Context: an optimization exercise on an open-source flow, tuned for small area. The choices shown serve that exercise and are no tape-out recipe. Only simulation tests tie the RTL to the original design; equivalence was not proved. Power and IR drop assume default switching activity.

## the reference run
==> flow/design.v (excerpt) <==
module processor( input         clk, reset,
                  output [31:0] PC,
                  input  [31:0] instruction,
                  output        WE,
                  output [31:0] address_to_mem,
                  output [31:0] data_to_mem,
                  input  [31:0] data_from_mem
                );
Size: roughly 1100 flip-flops, about 160 I/O pins.
==> flow/config.mk <==
export PLATFORM = sky130hd
export DESIGN_NAME = processor
export DESIGN_NICKNAME = processor
export VERILOG_FILES = /design/flow/design.v
export SDC_FILE = /design/flow/constraint.sdc
export NUM_CORES = 4
export LEC_CHECK = 0
export CAP_MARGIN = 10
export CORE_MARGIN = 2
export CORE_UTILIZATION = 63
export CTS_BUF_LIST = sky130_fd_sc_hd__clkbuf_16
export CTS_CLUSTER_DIAMETER = 80
export CTS_CLUSTER_SIZE = 30
export SETUP_SLACK_MARGIN = 0
export SLEW_MARGIN = 10
export SYNTH_HIERARCHICAL = 1
==> flow/constraint.sdc <==
create_clock -name core_clock -period 14.0 [get_ports {clk}]
set_input_delay 2.8000 -clock core_clock [delete_from_list [all_inputs] [get_ports {clk}]]
set_output_delay 2.8000 -clock core_clock [all_outputs]
set_load 0.01 [all_outputs]
standard.sh (not shown) runs the stock make flow with config.mk's settings and CLKGATE_MAP_FILE= SYNTH_SCRIPT=/design/flow/synth_recipe.tcl, a recipe that flattens the netlist after the stock synthesis.
==> flow/flow/run.sh <==
#!/bin/bash
# Standard ORFS layout with two changes: ports are buffered with the smallest
# buffer, and clock tree synthesis inserts no dummy loads.
set -euo pipefail
export BUFFER_PORTS_ARGS="-buffer_cell sky130_fd_sc_hd__buf_1"
export CTS_ARGS="-sink_clustering_enable -repair_clock_nets -dont_use_dummy_load -buf_list sky130_fd_sc_hd__clkbuf_16 -sink_clustering_size 30 -sink_clustering_max_diameter 80"
bash standard.sh finish > standard_flow.log 2>&1
Modified inputs, the trial run compared to the reference run
Settings: CTS_CLUSTER_SIZE changed from 30 to 25; CORE_UTILIZATION changed from 63 to 58.
--- a/flow/flow/run.sh
+++ b/flow/flow/run.sh
@@ -6 +6 @@
-export CTS_ARGS="-sink_clustering_enable -repair_clock_nets -dont_use_dummy_load -buf_list sky130_fd_sc_hd__clkbuf_16 -sink_clustering_size 30 -sink_clustering_max_diameter 80"
+export CTS_ARGS="-sink_clustering_enable -repair_clock_nets -dont_use_dummy_load -buf_list sky130_fd_sc_hd__clkbuf_16 -sink_clustering_size 25 -sink_clustering_max_diameter 80"
### Flow results
The clock share of power number comes out lower for the reference run vs the trial run. Utilization for the trial run: 4.8 points down relative to the reference run. Largest voltage drop on the vdd net came out lower on the trial run than on the reference run. Compared to the reference run, the trial run shows a narrower setup margin. The trial run vs the reference run, post-layout minimum cycle time went up by 170 ps. Across both runs, final weighted congestion in routability-driven placement was lower for the trial run than for the reference run. Register-to-register slack | the trial run below the reference run. Between the trial run and the reference run, it is the trial run whose average via count per standard cell is lower, by 3.1%. Between the reference run and the trial run, the flow reports timing-limited maximum frequency decreasing slightly. Number of global-route vias before repair ends up lower on the trial run.

Setup of alpha:
processor, a different RTL version from the one above (not shown whole).
For scale: about 1000 flip-flops, roughly 160 I/O pins.
Settings: LEC_CHECK=0, CAP_MARGIN=15, CORE_MARGIN=2, CORE_UTILIZATION=58, CTS_BUF_LIST=sky130_fd_sc_hd__clkbuf_16, CTS_CLUSTER_DIAMETER=80, CTS_CLUSTER_SIZE=25, SETUP_SLACK_MARGIN=0, SLEW_MARGIN=15, SYNTH_HIERARCHICAL=1; clock period 14.0 ns.
==> flow/flow/run.sh <==
#!/bin/bash
# Standard ORFS layout with two changes: ports are buffered with the smallest
# buffer, and clock tree synthesis inserts no dummy loads.
set -euo pipefail
export BUFFER_PORTS_ARGS="-buffer_cell sky130_fd_sc_hd__buf_1"
export CTS_ARGS="-sink_clustering_enable -repair_clock_nets -dont_use_dummy_load -buf_list sky130_fd_sc_hd__clkbuf_16 -sink_clustering_size 25 -sink_clustering_max_diameter 80"
bash standard.sh finish > standard_flow.log 2>&1
alpha | status: complete | timing, DRC, antenna: pass
For beta, these inputs were changed with respect to alpha:
- a change of CORE_UTILIZATION from 58 to 63
- a change of CTS_CLUSTER_SIZE from 25 to 30
- a change of CAP_MARGIN from 15 to 25
==> flow/flow/run.sh <==
#!/bin/bash
# Standard ORFS layout with three changes: ports are buffered with the
# smallest buffer, clock tree synthesis inserts no dummy loads, and global
# routing downsizes gates off the critical paths (power recovery).
set -euo pipefail
export BUFFER_PORTS_ARGS="-buffer_cell sky130_fd_sc_hd__buf_1"
export CTS_ARGS="-sink_clustering_enable -repair_clock_nets -dont_use_dummy_load -buf_list sky130_fd_sc_hd__clkbuf_16 -sink_clustering_size 30 -sink_clustering_max_diameter 80"
export RECOVER_POWER=100
bash standard.sh finish > standard_flow.log 2>&1
Results
beta: complete, dirty (max-capacitance violations, max-slew violations)
Going from alpha to beta, worst IR drop on VDD increased 9.7%; hold slack rose by 0.026 ns.
Changes observed in beta relative to alpha: share of power burned in the clock network lost 1.5 points, wire length after detailed routing neither gained nor lost much, number of global-route vias before repair picked up an extra about 1.6%, vertical die dimension lost 12 um, final instance area lost 0.98%.
Compared with alpha, beta shows a higher fraction of power consumed by combinational cells.
Count of nets after finishing in beta is 0.37% above alpha.
Final cell count, beta vs alpha: down slightly

the baseline:
Another version of the RTL of processor (not shown whole).
Size: roughly 3100 cells after synthesis, roughly 1000 flip-flops, about 160 I/O pins, ~47000 sq um of cells after synthesis.
==> flow/config.mk <==
export PLATFORM = sky130hd
export DESIGN_NAME = processor
export DESIGN_NICKNAME = processor
export VERILOG_FILES = /design/flow/design.v
export SDC_FILE = /design/flow/constraint.sdc
export NUM_CORES = 4
export LEC_CHECK = 0
export CAP_MARGIN = 25
export CORE_MARGIN = 2
export CORE_UTILIZATION = 63
export CTS_BUF_LIST = sky130_fd_sc_hd__clkbuf_16
export CTS_CLUSTER_DIAMETER = 80
export CTS_CLUSTER_SIZE = 30
export SETUP_SLACK_MARGIN = 0
export SLEW_MARGIN = 15
export SYNTH_HIERARCHICAL = 1
==> flow/constraint.sdc <==
create_clock -name core_clock -period 14.0 [get_ports {clk}]
set_input_delay 2.8000 -clock core_clock [delete_from_list [all_inputs] [get_ports {clk}]]
set_output_delay 2.8000 -clock core_clock [all_outputs]
set_load 0.01 [all_outputs]
==> flow/flow/run.sh <==
#!/bin/bash
# Standard ORFS layout with three changes: ports are buffered with the
# smallest buffer, clock tree synthesis inserts no dummy loads, and global
# routing downsizes gates off the critical paths (power recovery).
set -euo pipefail
export BUFFER_PORTS_ARGS="-buffer_cell sky130_fd_sc_hd__buf_1"
export CTS_ARGS="-sink_clustering_enable -repair_clock_nets -dont_use_dummy_load -buf_list sky130_fd_sc_hd__clkbuf_16 -sink_clustering_size 30 -sink_clustering_max_diameter 80"
export RECOVER_POWER=100
bash standard.sh finish > standard_flow.log 2>&1
The baseline ran in full, but the layout does not pass; the checks complain about max-capacitance violations, max-slew violations.
Input changes introduced in the candidate (baseline for comparison: the baseline):
- a change of CAP_MARGIN from 25 to 10
- a change of CTS_CLUSTER_SIZE from 30 to 25
- a change of SLEW_MARGIN from 15 to 10
- a change of CORE_UTILIZATION from 63 to 58
==> flow/flow/run.sh <==
#!/bin/bash
# Standard ORFS layout with two changes: ports are buffered with the smallest
# buffer, and clock tree synthesis inserts no dummy loads.
set -euo pipefail
export BUFFER_PORTS_ARGS="-buffer_cell sky130_fd_sc_hd__buf_1"
export CTS_ARGS="-sink_clustering_enable -repair_clock_nets -dont_use_dummy_load -buf_list sky130_fd_sc_hd__clkbuf_16 -sink_clustering_size 25 -sink_clustering_max_diameter 80"
bash standard.sh finish > standard_flow.log 2>&1
==> run summary <==
The candidate ran to completion and came out clean on the timing, design-rule and antenna checks. In the flow results for the baseline and the candidate, the design area is smaller on the baseline. Proportion of cell area spent on the clock network: the candidate vs the baseline up 0.37 points. Delta(sequential share of layout area, the candidate - the baseline) < 0. [compare] base=the baseline new=the candidate: non-clock buffer count fell 24; first-iteration DRC count fell 1.7%; worst hold slack rose 11 ps. Going from the baseline to the candidate, the switching component of the power was found to have gone up by about 3%. Total via count in the routed design (lower): the candidate. Going from the baseline to the candidate, clock network power share grows by 1.4 points. Looking at total routing usage reported by global routing, the candidate sits below the baseline. Run comparison: the candidate critical-path cell with the highest stage delay buf_1; the baseline critical-path cell with the highest stage delay clkbuf_1. For the baseline, the launching instance or port of the critical path was instruction[21], unlike the candidate, where it was instruction[20].

==> port drivers added, routing unchanged <==
In the flow no input, the clock included, has a driving cell. The finished layouts below were timed again as built, in two steps. Step 1 (the two cells are an assumption about what drives the block):
set clk [get_ports {clk}]
set_driving_cell -lib_cell sky130_fd_sc_hd__clkbuf_16 $clk
set_driving_cell -lib_cell sky130_fd_sc_hd__buf_2 [delete_from_list [all_inputs] $clk]
Step 2 times the ports against the registers' clock, not the clock port: input delays grow and output delays shrink by t, the midpoint of the rising clock arrivals with the driver on. Three values: no drivers, after step 1, after step 2; two values: the first two.
run | t (ns) | setup WS [ns] | latest minus earliest clock arrival (ns) | pins driven straight from the clock port
the reference run | 0.696 | 1.477 / 1.444 / 1.444 | 0.135 / 0.135 | 1
the trial run | 0.704 | 1.303 / 1.224 / 1.224 | 0.111 / 0.111 | 1
alpha | 0.697 | 1.262 / 1.230 / 1.230 | 0.129 / 0.129 | 1
beta | 0.690 | 0.647 / 0.622 / 0.622 | 0.108 / 0.108 | 1
the baseline | 0.684 | 0.647 / 0.620 / 0.620 | 0.099 / 0.099 | 1
the candidate | 0.688 | 1.372 / 1.336 / 1.336 | 0.145 / 0.146 | 1
For the trial run, which loses most, drivers alone change the setup slack by -0.079 ns; drivers and shift together by -0.079 ns.
